Source: an optimization exercise on an open RTL-to-GDS flow (aim: small area and a short achievable clock period). Production flows keep margins and buffers that such runs may drop. At most, simulation tests tie the RTL to the original design; equivalence was not proved.

==> module bk_add, before the edit <==
module bk_add #(parameter W = 18) (
    input  wire [W-1:0] a,
    input  wire [W-1:0] b,
    input  wire         ci,
    output wire [W-1:0] s
);
    reg [W-1:0] p, G, P;
    integer l, j, k;
    always @* begin
        p = a ^ b;
        G = a & b;
        P = p;
        G[0] = G[0] | (p[0] & ci);
        for (l = 0; (1 << l) < W; l = l + 1)
            for (j = 0; j < W; j = j + 1)
                if ((j >> l) & 1) begin
                    k = ((j >> l) << l) - 1;
                    G[j] = G[j] | (P[j] & G[k]);
                    P[j] = P[j] & P[k];
                end
    end
    assign s = p ^ {G[W-2:0], ci};
endmodule
Settings: LEC_CHECK=0, ABC_AREA=1, CAP_MARGIN=20, CORE_MARGIN=2, CORE_UTILIZATION=55, CTS_CLUSTER_DIAMETER=100, CTS_CLUSTER_SIZE=24, SETUP_SLACK_MARGIN=4.6, SLEW_MARGIN=20, TNS_END_PERCENT=10; clock period 7.3 ns.
standard.sh (not shown) runs the stock make flow with config.mk's settings and CLKGATE_MAP_FILE= SYNTH_SCRIPT=/design/flow/synth_recipe.tcl, a recipe that flattens the netlist after the stock synthesis.
==> flow/flow/run.sh <==
#!/bin/bash
# Standard layout, except that the port buffers are buf_2 cells rather than
# the delay cells buffer_ports picks by default. Output goes to standard.log.
export BUFFER_PORTS_ARGS="-buffer_cell sky130_fd_sc_hd__buf_2"
bash standard.sh "BUFFER_PORTS_ARGS=$BUFFER_PORTS_ARGS" finish > standard.log 2>&1
Change:
--- a/flow/design.v
+++ b/flow/design.v
@@ -3,25 +3,28 @@
     input  wire [W-1:0] a,
     input  wire [W-1:0] b,
     input  wire         ci,
     output wire [W-1:0] s
 );
     reg [W-1:0] p, G, P;
-    integer l, j, k;
+    integer l, j;
     always @* begin
         p = a ^ b;
         G = a & b;
         P = p;
         G[0] = G[0] | (p[0] & ci);
-        for (l = 0; (1 << l) < W; l = l + 1)
-            for (j = 0; j < W; j = j + 1)
-                if ((j >> l) & 1) begin
-                    k = ((j >> l) << l) - 1;
-                    G[j] = G[j] | (P[j] & G[k]);
-                    P[j] = P[j] & P[k];
-                end
+        for (l = 1; (1 << l) <= 2 * W; l = l + 1)
+            for (j = (1 << l) - 1; j < W; j = j + (1 << l)) begin
+                G[j] = G[j] | (P[j] & G[j - (1 << (l - 1))]);
+                P[j] = P[j] & P[j - (1 << (l - 1))];
+            end
+        for (l = 6; l > 0; l = l - 1)
+            for (j = (1 << l) + (1 << (l - 1)) - 1; j < W; j = j + (1 << l)) begin
+                G[j] = G[j] | (P[j] & G[j - (1 << (l - 1))]);
+                P[j] = P[j] & P[j - (1 << (l - 1))];
+            end
     end
     assign s = p ^ {G[W-2:0], ci};
 endmodule
 module cordic_sqrt_pipelined(
     input  wire clk,
     input  wire rst_n,
- sequential share of layout area increases by 1.9 points
- routed wire length decreases by 13%
- maximum frequency decreases by 0.78%
- first-iteration DRC count decreases by 44%
- sequential cell count stays the same
- register-to-register slack degrades by 20 ps
- setup slack degrades by 21 ps
- non-clock buffer count increases by 9
- area after synthesis decreases by 6.9%
- final cell count decreases by 21%
- cell area decreases by 5.6%
- worst hold slack degrades by 3.6 ps
Function not checked in the first run of this note: the RTL went through the layout flow alone.

cordic_sqrt_pipelined, a different RTL version from the one above (not shown whole).
Size: ~3,000 cells after synthesis, roughly 29,000 um^2 of cells after synthesis.
==> module cordic_sqrt_pipelined, before the edit <==
module cordic_sqrt_pipelined(
    input  wire clk,
    input  wire rst_n,
    input  wire start,
    input  wire signed [17:0] x_in,
    input  wire signed [17:0] y_in,
    output reg  signed [17:0] sqrt_out,
    output reg  done
);
    localparam N = 12;
    localparam LAT = N + 5;    
    reg signed [17:0] xr [0:N];
    reg signed [17:0] ya [0:N-1];
    reg               nr [0:N-1];
    wire signed [17:0] y0 = y_in[17] ? -y_in : y_in;    
    always @(posedge clk) begin
        xr[0] <= x_in[17] ? -x_in : x_in;
        ya[0] <= y0 ^ {18{y0[17]}};
        nr[0] <= y0[17];
    end
    genvar i;
    generate
        for (i = 0; i < N; i = i + 1) begin : st
            wire signed [17:0] x = xr[i];
            wire signed [17:0] a = ya[i];
            wire n = nr[i];
            wire [17:0] xn;
            bk_add #(18) ax (.a(x), .b(a >>> i), .ci(n), .s(xn));
            always @(posedge clk) xr[i+1] <= xn;
            if (i < N - 1) begin : yu
                wire [17:0] z;
                bk_add #(18) ay (.a(a), .b(~(x >>> i)), .ci(1'b1), .s(z));
                always @(posedge clk) begin
                    ya[i+1] <= z ^ {18{z[17]}};
                    nr[i+1] <= z[17] ^ n;
                end
            end
        end
    endgenerate
    wire signed [17:0] raw = xr[N];
    wire [17:0] o1 = raw >>> 1;
    wire [17:0] o2 = raw >>> 3;
    wire [17:0] o3 = ~(raw >>> 6);
    wire [17:0] o4 = ~(raw >>> 9);
    wire [17:0] c1s = o1 ^ o2 ^ o3;
    wire [17:0] c1c = (o1 & o2) | (o1 & o3) | (o2 & o3);
    wire [17:0] r2b = {c1c[16:0], 1'b0};
    wire [17:0] c2s = c1s ^ r2b ^ o4;
    wire [17:0] c2c = (c1s & r2b) | (c1s & o4) | (r2b & o4);
    reg  [17:0] ps_r, pc_r;
    always @(posedge clk) begin
        ps_r <= c2s;
        pc_r <= {c2c[16:0], 1'b1};
    end
    wire [17:0] s_w;
    bk_add #(18) as_ (.a(ps_r), .b(pc_r), .ci(1'b1), .s(s_w));
    reg  [17:0] s_r;
    wire [17:0] m_w;
    bk_add #(18) am (.a(s_r), .b(~{{12{s_r[17]}}, s_r[17:12]}), .ci(1'b1), .s(m_w));
    reg  [17:0] m_r;
    wire [17:0] f_w;
    bk_add #(18) af (.a(m_r), .b(~{{9{m_r[17]}}, m_r[17:9]}), .ci(1'b1), .s(f_w));
    always @(posedge clk) begin
        s_r <= s_w;
        m_r <= m_w;
        sqrt_out <= f_w;
    end
    reg [LAT-2:0] vld;
    always @(posedge clk or negedge rst_n) begin
        if (!rst_n) begin
            vld <= 0;
            done <= 1'b0;
        end else begin
            vld <= {vld[LAT-3:0], start};
            done <= vld[LAT-2];
        end
    end
endmodule
==> flow/config.mk <==
export PLATFORM = sky130hd
export DESIGN_NAME = cordic_sqrt_pipelined
export DESIGN_NICKNAME = cordic_sqrt_pipelined
export VERILOG_FILES = /design/flow/design.v
export SDC_FILE = /design/flow/constraint.sdc
export NUM_CORES = 4
export LEC_CHECK = 0
export ABC_AREA = 1
export CAP_MARGIN = 20
export CORE_MARGIN = 2
export CORE_UTILIZATION = 60
export CTS_CLUSTER_DIAMETER = 100
export CTS_CLUSTER_SIZE = 24
export SETUP_SLACK_MARGIN = 4.65
export SLEW_MARGIN = 20
export TNS_END_PERCENT = 0
==> flow/constraint.sdc <==
create_clock -name core_clock -period 7.3 [get_ports {clk}]
set_input_delay 1.4600 -clock core_clock [delete_from_list [all_inputs] [get_ports {clk}]]
set_output_delay 1.4600 -clock core_clock [all_outputs]
set_load 0.01 [all_outputs]
==> flow/flow/run.sh <==
#!/bin/bash
# Standard layout with two changes:
#  - full adders are left to abc as plain gates (sky130 fa cells are added to
#    DONT_USE_CELLS; the platform's own list is repeated, since this replaces it);
#  - port buffers are buf_2 cells rather than the delay cells buffer_ports
#    picks by default.
# Output goes to standard.log.
DU=" sky130_fd_sc_hd__probe_p_8 sky130_fd_sc_hd__probec_p_8 sky130_fd_sc_hd__lpflow_bleeder_1 sky130_fd_sc_hd__lpflow_clkbufkapwr_1 sky130_fd_sc_hd__lpflow_clkbufkapwr_16 sky130_fd_sc_hd__lpflow_clkbufkapwr_2 sky130_fd_sc_hd__lpflow_clkbufkapwr_4 sky130_fd_sc_hd__lpflow_clkbufkapwr_8 sky130_fd_sc_hd__lpflow_clkinvkapwr_1 sky130_fd_sc_hd__lpflow_clkinvkapwr_16 sky130_fd_sc_hd__lpflow_clkinvkapwr_2 sky130_fd_sc_hd__lpflow_clkinvkapwr_4 sky130_fd_sc_hd__lpflow_clkinvkapwr_8 sky130_fd_sc_hd__lpflow_decapkapwr_12 sky130_fd_sc_hd__lpflow_decapkapwr_3 sky130_fd_sc_hd__lpflow_decapkapwr_4 sky130_fd_sc_hd__lpflow_decapkapwr_6 sky130_fd_sc_hd__lpflow_decapkapwr_8 sky130_fd_sc_hd__lpflow_inputiso0n_1 sky130_fd_sc_hd__lpflow_inputiso0p_1 sky130_fd_sc_hd__lpflow_inputiso1n_1 sky130_fd_sc_hd__lpflow_inputiso1p_1 sky130_fd_sc_hd__lpflow_inputisolatch_1 sky130_fd_sc_hd__lpflow_isobufsrc_1 sky130_fd_sc_hd__lpflow_isobufsrc_16 sky130_fd_sc_hd__lpflow_isobufsrc_2 sky130_fd_sc_hd__lpflow_isobufsrc_4 sky130_fd_sc_hd__lpflow_isobufsrc_8 sky130_fd_sc_hd__lpflow_isobufsrckapwr_16 sky130_fd_sc_hd__lpflow_lsbuf_lh_hl_isowell_tap_1 sky130_fd_sc_hd__lpflow_lsbuf_lh_hl_isowell_tap_2 sky130_fd_sc_hd__lpflow_lsbuf_lh_hl_isowell_tap_4 sky130_fd_sc_hd__lpflow_lsbuf_lh_isowell_4 sky130_fd_sc_hd__lpflow_lsbuf_lh_isowell_tap_1 sky130_fd_sc_hd__lpflow_lsbuf_lh_isowell_tap_2 sky130_fd_sc_hd__lpflow_lsbuf_lh_isowell_tap_4 #  sky130_fd_sc_hd__fa_1 sky130_fd_sc_hd__fa_2 sky130_fd_sc_hd__fa_4"
export BUFFER_PORTS_ARGS="-buffer_cell sky130_fd_sc_hd__buf_2"
bash standard.sh "DONT_USE_CELLS=$DU" "BUFFER_PORTS_ARGS=$BUFFER_PORTS_ARGS" finish > standard.log 2>&1
Rerun with:
==> flow/design.v (replaced) <==
`timescale 1ns/1ps
module bk_add #(parameter W = 18) (
    input  wire [W-1:0] a,
    input  wire [W-1:0] b,
    input  wire         ci,
    output wire [W-1:0] s
);
    reg [W-1:0] p, G, P;
    integer l, j;
    always @* begin
        p = a ^ b;
        G = a & b;
        P = p;
        G[0] = G[0] | (p[0] & ci);
        for (l = 1; (1 << l) <= 2 * W; l = l + 1)
            for (j = (1 << l) - 1; j < W; j = j + (1 << l)) begin
                G[j] = G[j] | (P[j] & G[j - (1 << (l - 1))]);
                P[j] = P[j] & P[j - (1 << (l - 1))];
            end
        for (l = 6; l > 0; l = l - 1)
            for (j = (1 << l) + (1 << (l - 1)) - 1; j < W; j = j + (1 << l)) begin
                G[j] = G[j] | (P[j] & G[j - (1 << (l - 1))]);
                P[j] = P[j] & P[j - (1 << (l - 1))];
            end
    end
    assign s = p ^ {G[W-2:0], ci};
endmodule
module cordic_sqrt_pipelined(
    input  wire clk,
    input  wire rst_n,
    input  wire start,
    input  wire signed [17:0] x_in,
    input  wire signed [17:0] y_in,
    output reg  signed [17:0] sqrt_out,
    output reg  done
);
    localparam N = 12;
    localparam LAT = N + 4;    
    reg signed [17:0] xr [0:N];
    reg signed [17:0] yr [0:N-1];
    always @(posedge clk) begin
        xr[0] <= x_in[17] ? -x_in : x_in;
        yr[0] <= y_in[17] ? -y_in : y_in;
    end
    genvar i;
    generate
        for (i = 0; i < N; i = i + 1) begin : st
            wire signed [17:0] x = xr[i];
            wire signed [17:0] y = yr[i];
            wire neg = y[17];
            wire signed [17:0] ys = y >>> i;
            wire signed [17:0] xs = x >>> i;
            wire [17:0] xn, yn;
            bk_add #(18) ax (.a(x), .b(ys ^ {18{neg}}), .ci(neg), .s(xn));
            always @(posedge clk) xr[i+1] <= xn;
            if (i < N - 1) begin : yu
                bk_add #(18) ay (.a(y), .b(xs ^ {18{~neg}}), .ci(~neg), .s(yn));
                always @(posedge clk) yr[i+1] <= yn;
            end
        end
    endgenerate
    wire signed [17:0] raw = xr[N];
    wire [17:0] o1 = raw >>> 1;
    wire [17:0] o2 = raw >>> 3;
    wire [17:0] o3 = ~(raw >>> 6);
    wire [17:0] o4 = ~(raw >>> 9);
    wire [17:0] c1s = o1 ^ o2 ^ o3;
    wire [17:0] c1c = (o1 & o2) | (o1 & o3) | (o2 & o3);
    wire [17:0] r2b = {c1c[16:0], 1'b0};
    wire [17:0] c2s = c1s ^ r2b ^ o4;
    wire [17:0] c2c = (c1s & r2b) | (c1s & o4) | (r2b & o4);
    wire [9:0] lo_w = {1'b0, c2s[8:0]} + {1'b0, c2c[7:0], 1'b1} + 10'd1;
    reg  [8:0] slo_r, psh_r, pch_r;
    reg        c9_r;
    always @(posedge clk) begin
        slo_r <= lo_w[8:0];
        c9_r  <= lo_w[9];
        psh_r <= c2s[17:9];
        pch_r <= c2c[16:8];
    end
    wire [8:0] shi_w;
    bk_add #(9) as_ (.a(psh_r), .b(pch_r), .ci(c9_r), .s(shi_w));
    wire [17:0] s_w = {shi_w, slo_r};
    wire [17:0] m_w;
    bk_add #(18) am (.a(s_w), .b(~{{12{s_w[17]}}, s_w[17:12]}), .ci(1'b1), .s(m_w));
    reg  [17:0] m_r;
    always @(posedge clk) m_r <= m_w;
    wire [17:0] f_w;
    bk_add #(18) af (.a(m_r), .b(~{{9{m_r[17]}}, m_r[17:9]}), .ci(1'b1), .s(f_w));
    always @(posedge clk) sqrt_out <= f_w;
    reg [LAT-2:0] vld;
    always @(posedge clk or negedge rst_n) begin
        if (!rst_n) begin
            vld <= 0;
            done <= 1'b0;
        end else begin
            vld <= {vld[LAT-3:0], start};
            done <= vld[LAT-2];
        end
    end
endmodule
What happened:
- The new run produced a clean layout
- global-route usage is lower by 0.65 points
- die area is lower slightly
- cell area is lower by a few percent
- fmax is lower by about a fifth
Function was not checked in any run of this note: the RTL went through the layout flow alone.

Another version of the RTL of cordic_sqrt_pipelined (not shown whole).
Size in the first run: about 3000 cells after synthesis, roughly 530 flip-flops, about 58 I/O pins.
==> module cordic_sqrt_pipelined, before the edit <==
module cordic_sqrt_pipelined(
    input  wire clk,
    input  wire rst_n,
    input  wire start,
    input  wire signed [17:0] x_in,
    input  wire signed [17:0] y_in,
    output reg  signed [17:0] sqrt_out,
    output reg  done
);
    localparam N = 12;
    localparam LAT = N + 4;    
    reg signed [17:0] xr [0:N];
    reg signed [17:0] yr [0:N-1];
    always @(posedge clk) begin
        xr[0] <= x_in[17] ? -x_in : x_in;
        yr[0] <= y_in[17] ? -y_in : y_in;
    end
    genvar i;
    generate
        for (i = 0; i < N; i = i + 1) begin : st
            wire signed [17:0] x = xr[i];
            wire signed [17:0] y = yr[i];
            wire neg = y[17];
            wire signed [17:0] ys = y >>> i;
            wire signed [17:0] xs = x >>> i;
            wire [17:0] xn, yn;
            bk_add #(18) ax (.a(x), .b(ys ^ {18{neg}}), .ci(neg), .s(xn));
            always @(posedge clk) xr[i+1] <= xn;
            if (i < N - 1) begin : yu
                bk_add #(18) ay (.a(y), .b(xs ^ {18{~neg}}), .ci(~neg), .s(yn));
                always @(posedge clk) yr[i+1] <= yn;
            end
        end
    endgenerate
    wire signed [17:0] raw = xr[N];
    wire [17:0] o1 = raw >>> 1;
    wire [17:0] o2 = raw >>> 3;
    wire [17:0] o3 = ~(raw >>> 6);
    wire [17:0] o4 = ~(raw >>> 9);
    wire [17:0] c1s = o1 ^ o2 ^ o3;
    wire [17:0] c1c = (o1 & o2) | (o1 & o3) | (o2 & o3);
    wire [17:0] r2b = {c1c[16:0], 1'b0};
    wire [17:0] c2s = c1s ^ r2b ^ o4;
    wire [17:0] c2c = (c1s & r2b) | (c1s & o4) | (r2b & o4);
    wire [9:0] lo_w = {1'b0, c2s[8:0]} + {1'b0, c2c[7:0], 1'b1} + 10'd1;
    reg  [8:0] slo_r, psh_r, pch_r;
    reg        c9_r;
    always @(posedge clk) begin
        slo_r <= lo_w[8:0];
        c9_r  <= lo_w[9];
        psh_r <= c2s[17:9];
        pch_r <= c2c[16:8];
    end
    wire [8:0] shi_w;
    bk_add #(9) as_ (.a(psh_r), .b(pch_r), .ci(c9_r), .s(shi_w));
    wire [17:0] s_w = {shi_w, slo_r};
    wire [5:0] t6 = s_w[17:12];
    wire [6:0] nt_w = -{t6[5], t6};                       
    wire dm_w = ~s_w[17] & (s_w[8:5] == 4'b0000) & (s_w[4:0] < s_w[16:12]);
    wire dp_w =  s_w[17] & (s_w[8:5] == 4'b1111) & (s_w[4:0] >= s_w[16:12]);
    reg  [17:0] s_r;
    reg  [6:0]  nt_r;
    reg         dm_r, dp_r;
    always @(posedge clk) begin
        s_r  <= s_w;
        nt_r <= nt_w;
        dm_r <= dm_w;
        dp_r <= dp_w;
    end
    wire [17:0] nt = {{11{nt_r[6]}}, nt_r};
    wire [17:0] nh = ~{{9{s_r[17]}}, s_r[17:9]};           
    wire [17:0] f1s = s_r ^ nt ^ nh;
    wire [17:0] f1c = (s_r & nt) | (s_r & nh) | (nt & nh);
    wire [17:0] f_w;
    bk_add #(18) af (.a(f1s), .b({f1c[16:0], ~dp_r}), .ci(dm_r), .s(f_w));
    always @(posedge clk) sqrt_out <= f_w;
    reg [LAT-2:0] vld;
    always @(posedge clk or negedge rst_n) begin
        if (!rst_n) begin
            vld <= 0;
            done <= 1'b0;
        end else begin
            vld <= {vld[LAT-3:0], start};
            done <= vld[LAT-2];
        end
    end
endmodule
clock: 7.3 ns
lec_check: 0
abc_area: 1
cap_margin: 20
core_margin: 2
core_utilization: 60
cts_cluster_diameter: 100
cts_cluster_size: 24
setup_slack_margin: 4.65
slew_margin: 20
tns_end_percent: 0
Scripts as last shown in full above: flow/flow/run.sh
Next try:
--- a/flow/design.v
+++ b/flow/design.v
@@ -32,13 +32,13 @@
     input  wire signed [17:0] x_in,
     input  wire signed [17:0] y_in,
     output reg  signed [17:0] sqrt_out,
     output reg  done
 );
     localparam N = 12;
-    localparam LAT = N + 4;    
+    localparam LAT = N + 5;    
     reg signed [17:0] xr [0:N];
     reg signed [17:0] yr [0:N-1];
     always @(posedge clk) begin
         xr[0] <= x_in[17] ? -x_in : x_in;
         yr[0] <= y_in[17] ? -y_in : y_in;
     end
@@ -66,44 +66,30 @@
     wire [17:0] o4 = ~(raw >>> 9);
     wire [17:0] c1s = o1 ^ o2 ^ o3;
     wire [17:0] c1c = (o1 & o2) | (o1 & o3) | (o2 & o3);
     wire [17:0] r2b = {c1c[16:0], 1'b0};
     wire [17:0] c2s = c1s ^ r2b ^ o4;
     wire [17:0] c2c = (c1s & r2b) | (c1s & o4) | (r2b & o4);
-    wire [9:0] lo_w = {1'b0, c2s[8:0]} + {1'b0, c2c[7:0], 1'b1} + 10'd1;
-    reg  [8:0] slo_r, psh_r, pch_r;
-    reg        c9_r;
+    reg  [17:0] ps_r, pc_r;
     always @(posedge clk) begin
-        slo_r <= lo_w[8:0];
-        c9_r  <= lo_w[9];
-        psh_r <= c2s[17:9];
-        pch_r <= c2c[16:8];
+        ps_r <= c2s;
+        pc_r <= {c2c[16:0], 1'b1};
     end
-    wire [8:0] shi_w;
-    bk_add #(9) as_ (.a(psh_r), .b(pch_r), .ci(c9_r), .s(shi_w));
-    wire [17:0] s_w = {shi_w, slo_r};
-    wire [5:0] t6 = s_w[17:12];
-    wire [6:0] nt_w = -{t6[5], t6};                       
-    wire dm_w = ~s_w[17] & (s_w[8:5] == 4'b0000) & (s_w[4:0] < s_w[16:12]);
-    wire dp_w =  s_w[17] & (s_w[8:5] == 4'b1111) & (s_w[4:0] >= s_w[16:12]);
+    wire [17:0] s_w;
+    bk_add #(18) as_ (.a(ps_r), .b(pc_r), .ci(1'b1), .s(s_w));
     reg  [17:0] s_r;
-    reg  [6:0]  nt_r;
-    reg         dm_r, dp_r;
+    wire [17:0] m_w;
+    bk_add #(18) am (.a(s_r), .b(~{{12{s_r[17]}}, s_r[17:12]}), .ci(1'b1), .s(m_w));
+    reg  [17:0] m_r;
+    wire [17:0] f_w;
+    bk_add #(18) af (.a(m_r), .b(~{{9{m_r[17]}}, m_r[17:9]}), .ci(1'b1), .s(f_w));
     always @(posedge clk) begin
-        s_r  <= s_w;
-        nt_r <= nt_w;
-        dm_r <= dm_w;
-        dp_r <= dp_w;
+        s_r <= s_w;
+        m_r <= m_w;
+        sqrt_out <= f_w;
     end
-    wire [17:0] nt = {{11{nt_r[6]}}, nt_r};
-    wire [17:0] nh = ~{{9{s_r[17]}}, s_r[17:9]};           
-    wire [17:0] f1s = s_r ^ nt ^ nh;
-    wire [17:0] f1c = (s_r & nt) | (s_r & nh) | (nt & nh);
-    wire [17:0] f_w;
-    bk_add #(18) af (.a(f1s), .b({f1c[16:0], ~dp_r}), .ci(dm_r), .s(f_w));
-    always @(posedge clk) sqrt_out <= f_w;
     reg [LAT-2:0] vld;
     always @(posedge clk or negedge rst_n) begin
         if (!rst_n) begin
             vld <= 0;
             done <= 1'b0;
         end else begin
What happened: Final area increases by 3.5%; worst hold slack hardly moves; routed wire length increases by about 3.5%; area after synthesis stays flat.
The RTL of the first run of this note was laid out without a check of its function.

[static timing again, ports no longer ideal]
Ports are ideal in the flow. The routed layouts listed here were re-timed in OpenROAD. Step 1: set_driving_cell puts a clkbuf_16 on clk and a buf_2 on each other input, an assumption about the parent block. Step 2, shift: input delay + t, output delay - t, t = (earliest + latest rising clock arrival at the registers) / 2. This alone moves slack from input paths to output paths. Three values: ideal ports, drivers, drivers and shift; two values: the first two.
run	t, ns	setup slack, ns	latest minus earliest clock arrival (ns)	pins driven straight from the clock port
the first run of note 1	0.647	4.617 / 4.617 / 4.410	0.039 / 0.039	1
the second run of note 1	0.640	4.596 / 4.596 / 4.368	0.021 / 0.020	1
the first run of note 2	0.645	4.566 / 4.566 / 4.292	0.019 / 0.019	1
the second run of note 2	0.630	3.813 / 3.813 / 3.813	0.021 / 0.022	1
the first run of note 3	0.635	4.286 / 4.286 / 4.286	0.019 / 0.019	1
the second run of note 3	0.639	4.697 / 4.697 / 4.384	0.031 / 0.031	1
After both steps setup and hold are still met in every run listed. For the second run of note 3, which loses most, drivers alone change the setup slack by 0.000 ns; drivers and shift together by -0.313 ns.
